Background: an optimization exercise with open tools, aiming at small area, a short achievable clock period and few clock cycles per item. Do not read the settings as production practice.
Power and IR drop assume default switching activity.

Setup of run A:
==> flow/design.v <==
`timescale 1ns / 1ns
module mat_ops_controller #(
	parameter DATA_LEN = 8,
	parameter N = 8,
	parameter ADDRESS_SIZE = 4
)
(
	input                         i_clk,
	input                         i_rstn,
	input   [DATA_LEN*N-1:0]      i_read_data_A,
	output  [ADDRESS_SIZE-1:0]    o_address_A,
	output                        o_wr_en_A,
	output  [DATA_LEN*N-1:0]      o_write_data_A,
	input   [DATA_LEN*N-1:0]      i_read_data_B,
	output  [ADDRESS_SIZE-1:0]    o_address_B,
	output                        o_wr_en_B,
	output  [DATA_LEN*N-1:0]      o_write_data_B,
	output                        o_done
);
	reg        idle;
	reg  [8:0] S;
	reg  [3:0] T;
	reg  [2:0] r;
	reg  [2:0] wrow;      
	wire start = (i_read_data_A[7:0] == 8'd1);
	wire go    = idle && start;
	wire r0    = (r == 3'd0);
	wire r7    = (r == 3'd7);
	wire [8:0] S_n;
	assign S_n[0] = go || (S[8] && !r7);
	assign S_n[1] = S[0];
	assign S_n[2] = S[1];
	assign S_n[3] = S[2] && !r0;
	assign S_n[4] = (S[2] && r0) || S[3];
	assign S_n[8:5] = S[7:4];
	wire [3:0] T_n = {T[2:0], S[8] && r7};
	wire       idle_n = (idle && !start) || T[3];
	wire [2:0] r_n    = S[8] ? r + 3'd1 : r;
	wire [2:0] wrow_n = S[8] ? r : wrow;
	wire       run_n  = |S_n;
	wire       wb_n   = S_n[3] || T_n[3];
	wire [2:0] k_n    = {S_n[5] | S_n[6] | S_n[7] | S_n[8],
	                     S_n[2] | S_n[4] | S_n[7] | S_n[8],
	                     S_n[1] | S_n[4] | S_n[6] | S_n[8]};
	reg  [3:0] addr_a;
	reg  [3:0] addr_b;
	reg        wr_b;
	reg        done;
	reg        v0;
	reg        f0;
	always @(posedge i_clk, negedge i_rstn) begin
		if (!i_rstn) begin
			idle   <= 1'b1;
			S      <= 9'd0;
			T      <= 4'd0;
			r      <= 3'd0;
			wrow   <= 3'd0;
			addr_a <= 4'd0;
			addr_b <= 4'd0;
			wr_b   <= 1'b0;
			done   <= 1'b0;
		end else begin
			idle   <= idle_n;
			S      <= S_n;
			T      <= T_n;
			r      <= r_n;
			wrow   <= wrow_n;
			addr_a <= {run_n, r_n};
			addr_b <= wb_n ? {1'b1, wrow_n} : {1'b0, k_n};
			wr_b   <= wb_n;
			done   <= T_n[3];
		end
	end
	wire [2:0] k0 = addr_b[2:0];
	always @(posedge i_clk) begin
		v0 <= run_n && !S_n[3];
		f0 <= S_n[0];
	end
	reg                  v1;
	reg  [2:0]           k1;
	reg                  f1;
	reg                  f2;
	reg  [11:0]          a2;       
	wire [7:0]           a1 = i_read_data_A[8*k1 +: 8];
	wire [11:0]          a1_enc;
	genvar m;
	generate
		for (m = 0; m < 4; m = m + 1) begin : BOOTH
			wire hi = a1[2*m+1];
			wire md = a1[2*m];
			wire lo = (m == 0) ? 1'b0 : a1[2*m-1];
			assign a1_enc[3*m]   = hi;
			assign a1_enc[3*m+1] = md ^ lo;
			assign a1_enc[3*m+2] = (hi & ~md & ~lo) | (~hi & md & lo);
		end
	endgenerate
	reg  [63:0]          b2;
	wire [63:0]          acc;
	always @(posedge i_clk) begin
		v1 <= v0;
		k1 <= k0;
		f1 <= f0;
		f2 <= f1;
		a2 <= v1 ? a1_enc : 12'd0;
		b2 <= i_read_data_B;
	end
	genvar j;
	generate
		for (j = 0; j < N; j = j + 1) begin : LANE
			mac_lane u_lane (
				.i_clk (i_clk),
				.a     (a2),
				.b     (b2[8*j +: 8]),
				.first (f2),
				.acc   (acc[8*j +: 8])
			);
		end
	endgenerate
	assign o_address_A    = addr_a;
	assign o_wr_en_A      = done;
	assign o_write_data_A = {(DATA_LEN*N){1'b0}};
	assign o_address_B    = addr_b;
	assign o_wr_en_B      = wr_b;
	assign o_write_data_B = acc;
	assign o_done         = done;
endmodule
module mac_lane (
	input            i_clk,
	input      [11:0] a,
	input      [7:0] b,
	input            first,
	output reg [7:0] acc
);
	reg              first_q;
	wire [14:0] d;
	reg  [14:0] q;
	wire neg0 = a[0];
	wire one0 = a[1];
	wire two0 = a[2];
	wire neg1 = a[3];
	wire one1 = a[4];
	wire two1 = a[5];
	wire neg2 = a[6];
	wire one2 = a[7];
	wire two2 = a[8];
	wire neg3 = a[9];
	wire one3 = a[10];
	wire two3 = a[11];
	wire t1;
	wire t2;
	wire t3;
	wire t4;
	wire t5;
	wire t6;
	wire t7;
	wire t8;
	wire t9;
	wire t10;
	wire t11;
	wire t12;
	wire t13;
	wire t14;
	wire t15;
	assign t1 = (neg1 & ~(one1 & b[0])) ^ (((one0 & b[3]) | (two0 & b[2])) ^ neg0);
	assign t2 = (neg1 & ~(one1 & b[0])) & (((one0 & b[3]) | (two0 & b[2])) ^ neg0);
	assign t3 = (one2 & b[0]) ^ (((one0 & b[4]) | (two0 & b[3])) ^ neg0) ^ (((one1 & b[2]) | (two1 & b[1])) ^ neg1);
	assign t4 = ((one2 & b[0]) & (((one0 & b[4]) | (two0 & b[3])) ^ neg0)) | ((one2 & b[0]) & (((one1 & b[2]) | (two1 & b[1])) ^ neg1)) | ((((one0 & b[4]) | (two0 & b[3])) ^ neg0) & (((one1 & b[2]) | (two1 & b[1])) ^ neg1));
	assign t5 = (neg2 & ~(one2 & b[0])) ^ (((one0 & b[5]) | (two0 & b[4])) ^ neg0) ^ (((one1 & b[3]) | (two1 & b[2])) ^ neg1);
	assign t6 = ((neg2 & ~(one2 & b[0])) & (((one0 & b[5]) | (two0 & b[4])) ^ neg0)) | ((neg2 & ~(one2 & b[0])) & (((one1 & b[3]) | (two1 & b[2])) ^ neg1)) | ((((one0 & b[5]) | (two0 & b[4])) ^ neg0) & (((one1 & b[3]) | (two1 & b[2])) ^ neg1));
	assign t7 = (((one2 & b[1]) | (two2 & b[0])) ^ neg2) ^ t4;
	assign t8 = (((one2 & b[1]) | (two2 & b[0])) ^ neg2) & t4;
	assign t9 = (one3 & b[0]) ^ (((one0 & b[6]) | (two0 & b[5])) ^ neg0) ^ (((one1 & b[4]) | (two1 & b[3])) ^ neg1);
	assign t10 = ((one3 & b[0]) & (((one0 & b[6]) | (two0 & b[5])) ^ neg0)) | ((one3 & b[0]) & (((one1 & b[4]) | (two1 & b[3])) ^ neg1)) | ((((one0 & b[6]) | (two0 & b[5])) ^ neg0) & (((one1 & b[4]) | (two1 & b[3])) ^ neg1));
	assign t11 = (((one2 & b[2]) | (two2 & b[1])) ^ neg2) ^ t6 ^ t9;
	assign t12 = ((((one2 & b[2]) | (two2 & b[1])) ^ neg2) & t6) | ((((one2 & b[2]) | (two2 & b[1])) ^ neg2) & t9) | (t6 & t9);
	assign t13 = (neg3 & ~(one3 & b[0])) ^ (((one0 & b[7]) | (two0 & b[6])) ^ neg0) ^ (((one1 & b[5]) | (two1 & b[4])) ^ neg1);
	assign t14 = (((one2 & b[3]) | (two2 & b[2])) ^ neg2) ^ (((one3 & b[1]) | (two3 & b[0])) ^ neg3) ^ t10;
	assign t15 = t13 ^ t14;
	assign d[0] = (one0 & b[0]);
	assign d[1] = (neg0 & ~(one0 & b[0]));
	assign d[2] = (((one0 & b[1]) | (two0 & b[0])) ^ neg0);
	assign d[3] = (one1 & b[0]);
	assign d[4] = (((one0 & b[2]) | (two0 & b[1])) ^ neg0);
	assign d[5] = (((one1 & b[1]) | (two1 & b[0])) ^ neg1);
	assign d[6] = t1;
	assign d[7] = t2;
	assign d[8] = t3;
	assign d[9] = t5;
	assign d[10] = t7;
	assign d[11] = t8;
	assign d[12] = t11;
	assign d[13] = t12;
	assign d[14] = t15;
	always @(posedge i_clk) begin
		q       <= d;
		first_q <= first;
	end
	wire [7:0] g = first_q ? 8'd0 : acc;
	wire u1;
	wire u2;
	wire u3;
	wire u4;
	wire u5;
	wire u6;
	wire u7;
	wire u8;
	wire u9;
	wire u10;
	wire u11;
	wire u12;
	wire u13;
	assign u1 = q[1] ^ q[2];
	assign u2 = q[1] & q[2];
	assign u3 = q[3] ^ q[4] ^ g[2];
	assign u4 = (q[3] & q[4]) | (q[3] & g[2]) | (q[4] & g[2]);
	assign u5 = q[5] ^ q[6] ^ g[3];
	assign u6 = (q[5] & q[6]) | (q[5] & g[3]) | (q[6] & g[3]);
	assign u7 = q[7] ^ q[8] ^ g[4];
	assign u8 = (q[7] & q[8]) | (q[7] & g[4]) | (q[8] & g[4]);
	assign u9 = q[9] ^ q[10] ^ g[5];
	assign u10 = (q[9] & q[10]) | (q[9] & g[5]) | (q[10] & g[5]);
	assign u11 = q[11] ^ q[12] ^ g[6];
	assign u12 = (q[11] & q[12]) | (q[11] & g[6]) | (q[12] & g[6]);
	assign u13 = q[13] ^ q[14] ^ g[7];
	always @(posedge i_clk)
		acc <= {u12 , u10 , u8 , u6 , u4 , u2 , g[1] , q[0]} + {u13 , u11 , u9 , u7 , u5 , u3 , u1 , g[0]};
endmodule
export LEC_CHECK = 0
export CAP_MARGIN = 20
export CORE_MARGIN = 2
export CORE_UTILIZATION = 40
export PLACE_DENSITY = 0.6
export SETUP_SLACK_MARGIN = 2.5
export SLEW_MARGIN = 20
create_clock -name core_clock -period 5.0 [get_ports {i_clk}]
standard.sh (not shown) runs the stock make flow with config.mk's settings and CLKGATE_MAP_FILE= SYNTH_SCRIPT=/design/flow/synth_recipe.tcl, a recipe that flattens the netlist after the stock synthesis.
==> flow/flow/run.sh <==
#!/bin/bash
# The standard layout (the standard.sh, standard synthesis unchanged) with
# the port buffers made from the smallest buffer cell instead of the
# clock-delay buffer that buffer_ports picks by default.
set -euo pipefail
bash standard.sh BUFFER_PORTS_ARGS="-buffer_cell sky130_fd_sc_hd__buf_1" finish > make_finish.log 2>&1
--- input diff run A..run B ---
--- a/flow/design.v
+++ b/flow/design.v
@@ -196,32 +196,6 @@
 		first_q <= first;
 	end
 	wire [7:0] g = first_q ? 8'd0 : acc;
-	wire u1;
-	wire u2;
-	wire u3;
-	wire u4;
-	wire u5;
-	wire u6;
-	wire u7;
-	wire u8;
-	wire u9;
-	wire u10;
-	wire u11;
-	wire u12;
-	wire u13;
-	assign u1 = q[1] ^ q[2];
-	assign u2 = q[1] & q[2];
-	assign u3 = q[3] ^ q[4] ^ g[2];
-	assign u4 = (q[3] & q[4]) | (q[3] & g[2]) | (q[4] & g[2]);
-	assign u5 = q[5] ^ q[6] ^ g[3];
-	assign u6 = (q[5] & q[6]) | (q[5] & g[3]) | (q[6] & g[3]);
-	assign u7 = q[7] ^ q[8] ^ g[4];
-	assign u8 = (q[7] & q[8]) | (q[7] & g[4]) | (q[8] & g[4]);
-	assign u9 = q[9] ^ q[10] ^ g[5];
-	assign u10 = (q[9] & q[10]) | (q[9] & g[5]) | (q[10] & g[5]);
-	assign u11 = q[11] ^ q[12] ^ g[6];
-	assign u12 = (q[11] & q[12]) | (q[11] & g[6]) | (q[12] & g[6]);
-	assign u13 = q[13] ^ q[14] ^ g[7];
 	always @(posedge i_clk)
-		acc <= {u12 , u10 , u8 , u6 , u4 , u2 , g[1] , q[0]} + {u13 , u11 , u9 , u7 , u5 , u3 , u1 , g[0]};
+		acc <= g + {q[13] , q[11] , q[9] , q[7] , q[5] , q[3] , q[1] , q[0]} + {q[14] , q[12] , q[10] , q[8] , q[6] , q[4] , q[2] , 1'b0};
 endmodule
Per the comparison of run B with run A, area after synthesis dropped about 4.5%; post-route clock period utilization higher; all-layer global routing usage did not really move.
Changes observed in run B relative to run A: cell area decreased 840 um2, sum of internal, switching and leakage power decreased 0.0012 W.
Run B against run A: switching part of the total power decreased by 1.5 points relative to the old numbers, achievable frequency decreased by about 1.8% relative to the old numbers, gate count of the mapped netlist decreased by 129 relative to the old numbers.
Re share of cell area taken by multi-input logic gates: run B and run A aren't equal, and the lower value belongs to run B.
In run B, the worst-case register-to-register setup slack came out 40 ps below the value in run A.
Run B vs run A on via count: run B is the lower one.
Going from run A to run B, clock skew about even; adder-cell area share of the yosys netlist rose 1.2 points.
Of run B and run A, the run reporting the higher worst setup slack was run A.
No functional check of the RTL was part of any run of this note.

static timing again, ports no longer ideal:
The flow's constraints put no driver on any port. The routed layouts listed below were extracted and timed again, unchanged, in two steps. Step 1: set_driving_cell puts a clkbuf_16 on i_clk and a buf_2 on each other input, an assumption about the parent block. Step 2 moves the port delays by t, midway between the first and last clock arrival at a register: inputs arrive t later, outputs are due t later. That takes back most of the time a late clock gives input paths. a / b / c = ideal ports / drivers / drivers and shift; a / b = the first two.
run | t (ns) | setup WS [ns] | worst setup path after step 2 | slew at the worst register clock pin (ns) | cell pins on the clock port's net
run A | 0.559 | 2.541 / 2.541 / 2.541 | register to register | 0.06 / 0.06 | 1
run B | 0.564 | 2.497 / 2.497 / 2.478 | input to register | 0.06 / 0.06 | 1
After both steps every run listed still meets setup and hold. For run B, which loses most, drivers alone change the setup slack by 0.000 ns; drivers and shift together by -0.019 ns.
